This design comes from an exercise in tuning for small area and a short achievable clock period on the open sky130 flow, not from production work.
RTL that was checked went through simulation tests only; none was proved equivalent to the original.
Power and IR drop assume default switching activity.

## mesh
module mesh # (
    parameter integer IDX_WIDTH_FOR_NODES = 3,
    parameter integer NUM_NODES = 2 ** IDX_WIDTH_FOR_NODES
)
(
    input clk,
    input rstn,
    input [17:0] init,
    input [1:0] asel,
    input [NUM_NODES-1:0] csels,
    input [IDX_WIDTH_FOR_NODES-1:0] ressel,
    input [1:0] dinsel,
    input [18*NUM_NODES-1:0] mbram_dout,
    input [17:0] vbram0_dout,
    input [17:0] vbram1_dout,
    output [17:0] vbram0_din,
    output [17:0] vbram1_din
    );
Size in the first run: about 10000 cells after synthesis, roughly 100000 um^2 of cells after synthesis.
==> module mesh, before the edit <==
module mesh # (
    parameter integer IDX_WIDTH_FOR_NODES = 3,
    parameter integer NUM_NODES = 2 ** IDX_WIDTH_FOR_NODES
)
(
    input clk,
    input rstn,
    input [17:0] init,
    input [1:0] asel,
    input [NUM_NODES-1:0] csels,
    input [IDX_WIDTH_FOR_NODES-1:0] ressel,
    input [1:0] dinsel,
    input [18*NUM_NODES-1:0] mbram_dout,
    input [17:0] vbram0_dout,
    input [17:0] vbram1_dout,
    output [17:0] vbram0_din,
    output [17:0] vbram1_din
    );
    wire [17:0] bdly [NUM_NODES-1:0];
    assign bdly[0] = mbram_dout[17:0];
    genvar i;
    generate
    for(i = 1; i < NUM_NODES; i = i + 1)
    begin : lane
        dly # (
            .DATA_WIDTH(18),
            .CYC_DLY(i)
        ) dly_inst (
            .clk(clk),
            .din(mbram_dout[18*i +: 18]),
            .dout(bdly[i])
        );
    end
    endgenerate
    wire [17:0] vbram_dout_selected = asel[0] ? vbram1_dout : vbram0_dout;
    wire [17:0] ain_selected = asel[1] ? init : vbram_dout_selected;
    wire [18:0] ax = {ain_selected, 1'b0};
    wire [8:0] dneg [NUM_NODES:0];
    wire [8:0] done [NUM_NODES:0];
    wire [8:0] dtwo [NUM_NODES:0];
    generate
    for(i = 0; i < 9; i = i + 1)
    begin : rec
        assign done[0][i] = ax[2*i+1] ^ ax[2*i];
        assign dtwo[0][i] = (ax[2*i+2] & ~ax[2*i+1] & ~ax[2*i]) |
                            (~ax[2*i+2] & ax[2*i+1] & ax[2*i]);
        assign dneg[0][i] = ax[2*i+2] & ~(ax[2*i+1] & ax[2*i]);
    end
    endgenerate
    wire [17:0] ress [NUM_NODES-1:0];
    generate
    for(i = 0; i < NUM_NODES; i = i + 1)
    begin : nd
        node node_in_mesh (
            .clk(clk),
            .rstn(rstn),
            .ain_neg(dneg[i]),
            .ain_one(done[i]),
            .ain_two(dtwo[i]),
            .bin(bdly[i]),
            .csel(csels[i]),
            .aout_neg(dneg[i+1]),
            .aout_one(done[i+1]),
            .aout_two(dtwo[i+1]),
            .res(ress[i])
        );
    end
    endgenerate
    reg [17:0] res_bufs [NUM_NODES-1:0];
    generate
    for(i = 0; i < NUM_NODES; i = i + 1)
    begin : rb
        always @ (posedge clk)
            res_bufs[i] <= ress[i];
    end
    endgenerate
    wire [NUM_NODES-1:0] oh [1:0];
    DEC3 dec0 (.s(ressel), .oh(oh[0]));
    DEC3 dec1 (.s(ressel), .oh(oh[1]));
    wire [1:0] dn = ~dinsel;
    generate
    for(i = 0; i < 18; i = i + 1)
    begin : ob
        wire [NUM_NODES-1:0] h = oh[i / 9];
        wire [3:0] n;
        wire m0, m1;
        AOI22 g0 (.a1(h[0]), .a2(res_bufs[0][i]), .b1(h[1]), .b2(res_bufs[1][i]), .y(n[0]));
        AOI22 g1 (.a1(h[2]), .a2(res_bufs[2][i]), .b1(h[3]), .b2(res_bufs[3][i]), .y(n[1]));
        AOI22 g2 (.a1(h[4]), .a2(res_bufs[4][i]), .b1(h[5]), .b2(res_bufs[5][i]), .y(n[2]));
        AOI22 g3 (.a1(h[6]), .a2(res_bufs[6][i]), .b1(h[7]), .b2(res_bufs[7][i]), .y(n[3]));
        NAND4 g4 (.a(n[0]), .b(n[1]), .c(n[2]), .d(n[3]), .y(m0));
        NAND4 g5 (.a(n[0]), .b(n[1]), .c(n[2]), .d(n[3]), .y(m1));
        MUXN o0 (.s(dinsel[0]), .sn(dn[0]), .d1(vbram1_dout[i]), .d0(m0), .y(vbram0_din[i]));
        MUXN o1 (.s(dinsel[1]), .sn(dn[1]), .d1(vbram0_dout[i]), .d0(m1), .y(vbram1_din[i]));
    end
    endgenerate
endmodule
==> module DEC3, before the edit <==
module DEC3 (input wire [2:0] s, output wire [7:0] oh);
    genvar i;
    generate
    for(i = 0; i < 8; i = i + 1)
    begin : d
        assign oh[i] = (s == i);
    end
    endgenerate
endmodule
clock: 7.0 ns
lec_check: 0
cap_margin: 20
core_margin: 2
core_utilization: 45
place_density: 0.65
setup_slack_margin: 3.0
slew_margin: 20
synth_hierarchical: 1
synth_minimum_keep_size: 0
standard.sh (not shown) runs the stock make flow with config.mk's settings and CLKGATE_MAP_FILE= SYNTH_SCRIPT=/design/flow/synth_recipe.tcl, a recipe that flattens the netlist after the stock synthesis.
==> flow/flow/run.sh <==
#!/bin/bash
# Layout flow: the standard flow, with the port buffers that
# buffer_ports inserts made of the plain buffer sky130_fd_sc_hd__buf_1
# (the resizer may still resize them) instead of its default pick.
# Each tool's output goes to the ORFS logs; make's own output to flow.log.
set -o pipefail
export BUFFER_PORTS_ARGS="-buffer_cell sky130_fd_sc_hd__buf_1"
bash standard.sh > flow.log 2>&1
Rerun with:
--- a/flow/design.v
+++ b/flow/design.v
@@ -644,33 +644,26 @@
             res_bufs[i] <= ress[i];
     end
     endgenerate
-    wire [NUM_NODES-1:0] oh [1:0];
-    DEC3 dec0 (.s(ressel), .oh(oh[0]));
-    DEC3 dec1 (.s(ressel), .oh(oh[1]));
+    wire [NUM_NODES-1:0] oh;
+    generate
+    for(i = 0; i < NUM_NODES; i = i + 1)
+    begin : dec
+        assign oh[i] = (ressel == i);
+    end
+    endgenerate
     wire [1:0] dn = ~dinsel;
     generate
     for(i = 0; i < 18; i = i + 1)
     begin : ob
-        wire [NUM_NODES-1:0] h = oh[i / 9];
         wire [3:0] n;
-        wire m0, m1;
-        AOI22 g0 (.a1(h[0]), .a2(res_bufs[0][i]), .b1(h[1]), .b2(res_bufs[1][i]), .y(n[0]));
-        AOI22 g1 (.a1(h[2]), .a2(res_bufs[2][i]), .b1(h[3]), .b2(res_bufs[3][i]), .y(n[1]));
-        AOI22 g2 (.a1(h[4]), .a2(res_bufs[4][i]), .b1(h[5]), .b2(res_bufs[5][i]), .y(n[2]));
-        AOI22 g3 (.a1(h[6]), .a2(res_bufs[6][i]), .b1(h[7]), .b2(res_bufs[7][i]), .y(n[3]));
-        NAND4 g4 (.a(n[0]), .b(n[1]), .c(n[2]), .d(n[3]), .y(m0));
-        NAND4 g5 (.a(n[0]), .b(n[1]), .c(n[2]), .d(n[3]), .y(m1));
-        MUXN o0 (.s(dinsel[0]), .sn(dn[0]), .d1(vbram1_dout[i]), .d0(m0), .y(vbram0_din[i]));
-        MUXN o1 (.s(dinsel[1]), .sn(dn[1]), .d1(vbram0_dout[i]), .d0(m1), .y(vbram1_din[i]));
-    end
-    endgenerate
-endmodule
-module DEC3 (input wire [2:0] s, output wire [7:0] oh);
-    genvar i;
-    generate
-    for(i = 0; i < 8; i = i + 1)
-    begin : d
-        assign oh[i] = (s == i);
+        wire m;
+        AOI22 g0 (.a1(oh[0]), .a2(res_bufs[0][i]), .b1(oh[1]), .b2(res_bufs[1][i]), .y(n[0]));
+        AOI22 g1 (.a1(oh[2]), .a2(res_bufs[2][i]), .b1(oh[3]), .b2(res_bufs[3][i]), .y(n[1]));
+        AOI22 g2 (.a1(oh[4]), .a2(res_bufs[4][i]), .b1(oh[5]), .b2(res_bufs[5][i]), .y(n[2]));
+        AOI22 g3 (.a1(oh[6]), .a2(res_bufs[6][i]), .b1(oh[7]), .b2(res_bufs[7][i]), .y(n[3]));
+        NAND4 g4 (.a(n[0]), .b(n[1]), .c(n[2]), .d(n[3]), .y(m));
+        MUXN o0 (.s(dinsel[0]), .sn(dn[0]), .d1(vbram1_dout[i]), .d0(m), .y(vbram0_din[i]));
+        MUXN o1 (.s(dinsel[1]), .sn(dn[1]), .d1(vbram0_dout[i]), .d0(m), .y(vbram1_din[i]));
     end
     endgenerate
 endmodule
After rerunning: The changed run ran to the end with no violations. Routed wire length decreases by 2.7%. Worst hold slack loses 0.0073 ns. Sequential share of layout area goes up by 0.30 points. Clock skew went down by 0.050 ns. Worst setup slack is better by 0.14 ns. Clock-buffer cell count is higher by 2. Via count fell by 2.1%. Global-route usage goes down by 0.50 points. Design area went down by 1.3%.
No functional check of the RTL was part of the second run of this note.

========
Another version of the RTL of mesh (not shown whole).
Size in the first run: roughly 250 I/O pins.
==> module mesh, before the edit <==
module mesh # (
    parameter integer IDX_WIDTH_FOR_NODES = 3,
    parameter integer NUM_NODES = 2 ** IDX_WIDTH_FOR_NODES
)
(
    input clk,
    input rstn,
    input [17:0] init,
    input [1:0] asel,
    input [NUM_NODES-1:0] csels,
    input [IDX_WIDTH_FOR_NODES-1:0] ressel,
    input [1:0] dinsel,
    input [18*NUM_NODES-1:0] mbram_dout,
    input [17:0] vbram0_dout,
    input [17:0] vbram1_dout,
    output [17:0] vbram0_din,
    output [17:0] vbram1_din
    );
    wire [17:0] bdly [NUM_NODES-1:0];
    assign bdly[0] = mbram_dout[17:0];
    genvar i;
    generate
    for(i = 1; i < NUM_NODES; i = i + 1)
    begin : lane
        dly # (
            .DATA_WIDTH(18),
            .CYC_DLY(i)
        ) dly_inst (
            .clk(clk),
            .din(mbram_dout[18*i +: 18]),
            .dout(bdly[i])
        );
    end
    endgenerate
    wire [17:0] vbram_dout_selected = asel[0] ? vbram1_dout : vbram0_dout;
    wire [17:0] ain_selected = asel[1] ? init : vbram_dout_selected;
    wire [18:0] ax = {ain_selected, 1'b0};
    wire [8:0] dneg [NUM_NODES:0];
    wire [8:0] done [NUM_NODES:0];
    wire [8:0] dtwo [NUM_NODES:0];
    generate
    for(i = 0; i < 9; i = i + 1)
    begin : rec
        assign done[0][i] = ax[2*i+1] ^ ax[2*i];
        assign dtwo[0][i] = (ax[2*i+2] & ~ax[2*i+1] & ~ax[2*i]) |
                            (~ax[2*i+2] & ax[2*i+1] & ax[2*i]);
        assign dneg[0][i] = ax[2*i+2] & ~(ax[2*i+1] & ax[2*i]);
    end
    endgenerate
    wire [17:0] ress [NUM_NODES-1:0];
    generate
    for(i = 0; i < NUM_NODES; i = i + 1)
    begin : nd
        node node_in_mesh (
            .clk(clk),
            .rstn(rstn),
            .ain_neg(dneg[i]),
            .ain_one(done[i]),
            .ain_two(dtwo[i]),
            .bin(bdly[i]),
            .csel(csels[i]),
            .aout_neg(dneg[i+1]),
            .aout_one(done[i+1]),
            .aout_two(dtwo[i+1]),
            .res(ress[i])
        );
    end
    endgenerate
    reg [17:0] res_bufs [NUM_NODES-1:0];
    generate
    for(i = 0; i < NUM_NODES; i = i + 1)
    begin : rb
        always @ (posedge clk)
            res_bufs[i] <= ress[i];
    end
    endgenerate
    wire [NUM_NODES-1:0] oh [5:0];
    generate
    for(i = 0; i < 6; i = i + 1)
    begin : dc
        DEC3 dec (.s(ressel), .oh(oh[i]));
    end
    endgenerate
    wire [1:0] dn = ~dinsel;
    generate
    for(i = 0; i < 18; i = i + 1)
    begin : ob
        wire [NUM_NODES-1:0] h = oh[i / 3];
        wire [3:0] n0, n1;
        wire m0, m1;
        AOI22 g0 (.a1(h[0]), .a2(res_bufs[0][i]), .b1(h[1]), .b2(res_bufs[1][i]), .y(n0[0]));
        AOI22 g1 (.a1(h[2]), .a2(res_bufs[2][i]), .b1(h[3]), .b2(res_bufs[3][i]), .y(n0[1]));
        AOI22 g2 (.a1(h[4]), .a2(res_bufs[4][i]), .b1(h[5]), .b2(res_bufs[5][i]), .y(n0[2]));
        AOI22 g3 (.a1(h[6]), .a2(res_bufs[6][i]), .b1(h[7]), .b2(res_bufs[7][i]), .y(n0[3]));
        AOI22 g4 (.a1(h[0]), .a2(res_bufs[0][i]), .b1(h[1]), .b2(res_bufs[1][i]), .y(n1[0]));
        AOI22 g5 (.a1(h[2]), .a2(res_bufs[2][i]), .b1(h[3]), .b2(res_bufs[3][i]), .y(n1[1]));
        AOI22 g6 (.a1(h[4]), .a2(res_bufs[4][i]), .b1(h[5]), .b2(res_bufs[5][i]), .y(n1[2]));
        AOI22 g7 (.a1(h[6]), .a2(res_bufs[6][i]), .b1(h[7]), .b2(res_bufs[7][i]), .y(n1[3]));
        NAND4 g8 (.a(n0[0]), .b(n0[1]), .c(n0[2]), .d(n0[3]), .y(m0));
        NAND4 g9 (.a(n1[0]), .b(n1[1]), .c(n1[2]), .d(n1[3]), .y(m1));
        MUXN o0 (.s(dinsel[0]), .sn(dn[0]), .d1(vbram1_dout[i]), .d0(m0), .y(vbram0_din[i]));
        MUXN o1 (.s(dinsel[1]), .sn(dn[1]), .d1(vbram0_dout[i]), .d0(m1), .y(vbram1_din[i]));
    end
    endgenerate
endmodule
export LEC_CHECK = 0
export CAP_MARGIN = 20
export CORE_MARGIN = 2
export CORE_UTILIZATION = 45
export CTS_CLUSTER_DIAMETER = 100
export CTS_CLUSTER_SIZE = 20
export PLACE_DENSITY = 0.65
export SETUP_SLACK_MARGIN = 3.0
export SLEW_MARGIN = 20
export SYNTH_HIERARCHICAL = 1
export SYNTH_MINIMUM_KEEP_SIZE = 0
create_clock -name core_clock -period 7.0 [get_ports {clk}]
Scripts as last shown in full above: flow/flow/run.sh
The baseline produced a clean layout.
Then changed:
--- a/flow/design.v
+++ b/flow/design.v
@@ -653,24 +653,20 @@
     endgenerate
     wire [1:0] dn = ~dinsel;
     generate
     for(i = 0; i < 18; i = i + 1)
     begin : ob
         wire [NUM_NODES-1:0] h = oh[i / 3];
-        wire [3:0] n0, n1;
+        wire [3:0] n;
         wire m0, m1;
-        AOI22 g0 (.a1(h[0]), .a2(res_bufs[0][i]), .b1(h[1]), .b2(res_bufs[1][i]), .y(n0[0]));
-        AOI22 g1 (.a1(h[2]), .a2(res_bufs[2][i]), .b1(h[3]), .b2(res_bufs[3][i]), .y(n0[1]));
-        AOI22 g2 (.a1(h[4]), .a2(res_bufs[4][i]), .b1(h[5]), .b2(res_bufs[5][i]), .y(n0[2]));
-        AOI22 g3 (.a1(h[6]), .a2(res_bufs[6][i]), .b1(h[7]), .b2(res_bufs[7][i]), .y(n0[3]));
-        AOI22 g4 (.a1(h[0]), .a2(res_bufs[0][i]), .b1(h[1]), .b2(res_bufs[1][i]), .y(n1[0]));
-        AOI22 g5 (.a1(h[2]), .a2(res_bufs[2][i]), .b1(h[3]), .b2(res_bufs[3][i]), .y(n1[1]));
-        AOI22 g6 (.a1(h[4]), .a2(res_bufs[4][i]), .b1(h[5]), .b2(res_bufs[5][i]), .y(n1[2]));
-        AOI22 g7 (.a1(h[6]), .a2(res_bufs[6][i]), .b1(h[7]), .b2(res_bufs[7][i]), .y(n1[3]));
-        NAND4 g8 (.a(n0[0]), .b(n0[1]), .c(n0[2]), .d(n0[3]), .y(m0));
-        NAND4 g9 (.a(n1[0]), .b(n1[1]), .c(n1[2]), .d(n1[3]), .y(m1));
+        AOI22 g0 (.a1(h[0]), .a2(res_bufs[0][i]), .b1(h[1]), .b2(res_bufs[1][i]), .y(n[0]));
+        AOI22 g1 (.a1(h[2]), .a2(res_bufs[2][i]), .b1(h[3]), .b2(res_bufs[3][i]), .y(n[1]));
+        AOI22 g2 (.a1(h[4]), .a2(res_bufs[4][i]), .b1(h[5]), .b2(res_bufs[5][i]), .y(n[2]));
+        AOI22 g3 (.a1(h[6]), .a2(res_bufs[6][i]), .b1(h[7]), .b2(res_bufs[7][i]), .y(n[3]));
+        NAND4 g4 (.a(n[0]), .b(n[1]), .c(n[2]), .d(n[3]), .y(m0));
+        NAND4 g5 (.a(n[0]), .b(n[1]), .c(n[2]), .d(n[3]), .y(m1));
         MUXN o0 (.s(dinsel[0]), .sn(dn[0]), .d1(vbram1_dout[i]), .d0(m0), .y(vbram0_din[i]));
         MUXN o1 (.s(dinsel[1]), .sn(dn[1]), .d1(vbram0_dout[i]), .d0(m1), .y(vbram1_din[i]));
     end
     endgenerate
 endmodule
 module DEC3 (input wire [2:0] s, output wire [7:0] oh);
Utilization shrinks by 1.2 points.
Total power is about the same.
Sequential power hardly moves.
Clock power shrinks by 3.5%.
Routed wire length shrinks by 2.5%.

[afterwards: timing with drivers on the ports]
The results above use ideal ports. As a check the final layouts listed here were re-extracted and re-timed, cells and wires unchanged.
Step 1 (the two cells are an assumption about what drives the block):
set clk [get_ports {clk}]
set_driving_cell -lib_cell sky130_fd_sc_hd__clkbuf_16 $clk
set_driving_cell -lib_cell sky130_fd_sc_hd__buf_2 [delete_from_list [all_inputs] $clk]
Step 2 adds t to the input delays and takes it off the output delays; t is the mean of the earliest and latest rising clock arrival at the registers after step 1. Input paths then give back, and output paths get back, about the clock's delay inside the block.
Three values: ideal, step 1, step 2; two values: the first two.
run | t (ns) | slack for setup (ns) | worst data-port slew with drivers (ns)
the first run of note 1 | 0.906 | 2.686 / 2.639 / 2.136 | 0.14
the second run of note 1 | 0.919 | 2.823 / 2.662 / 2.179 | 0.19
the first run of note 2 | 0.896 | 2.889 / 2.657 / 2.106 | 0.31
the second run of note 2 | 0.867 | 2.835 / 2.300 / 2.205 | 0.60
After both steps every run listed still meets setup and hold. The setup slack of the first run of note 2, which loses most, moves by -0.232 ns with the drivers and by -0.783 ns with both steps.
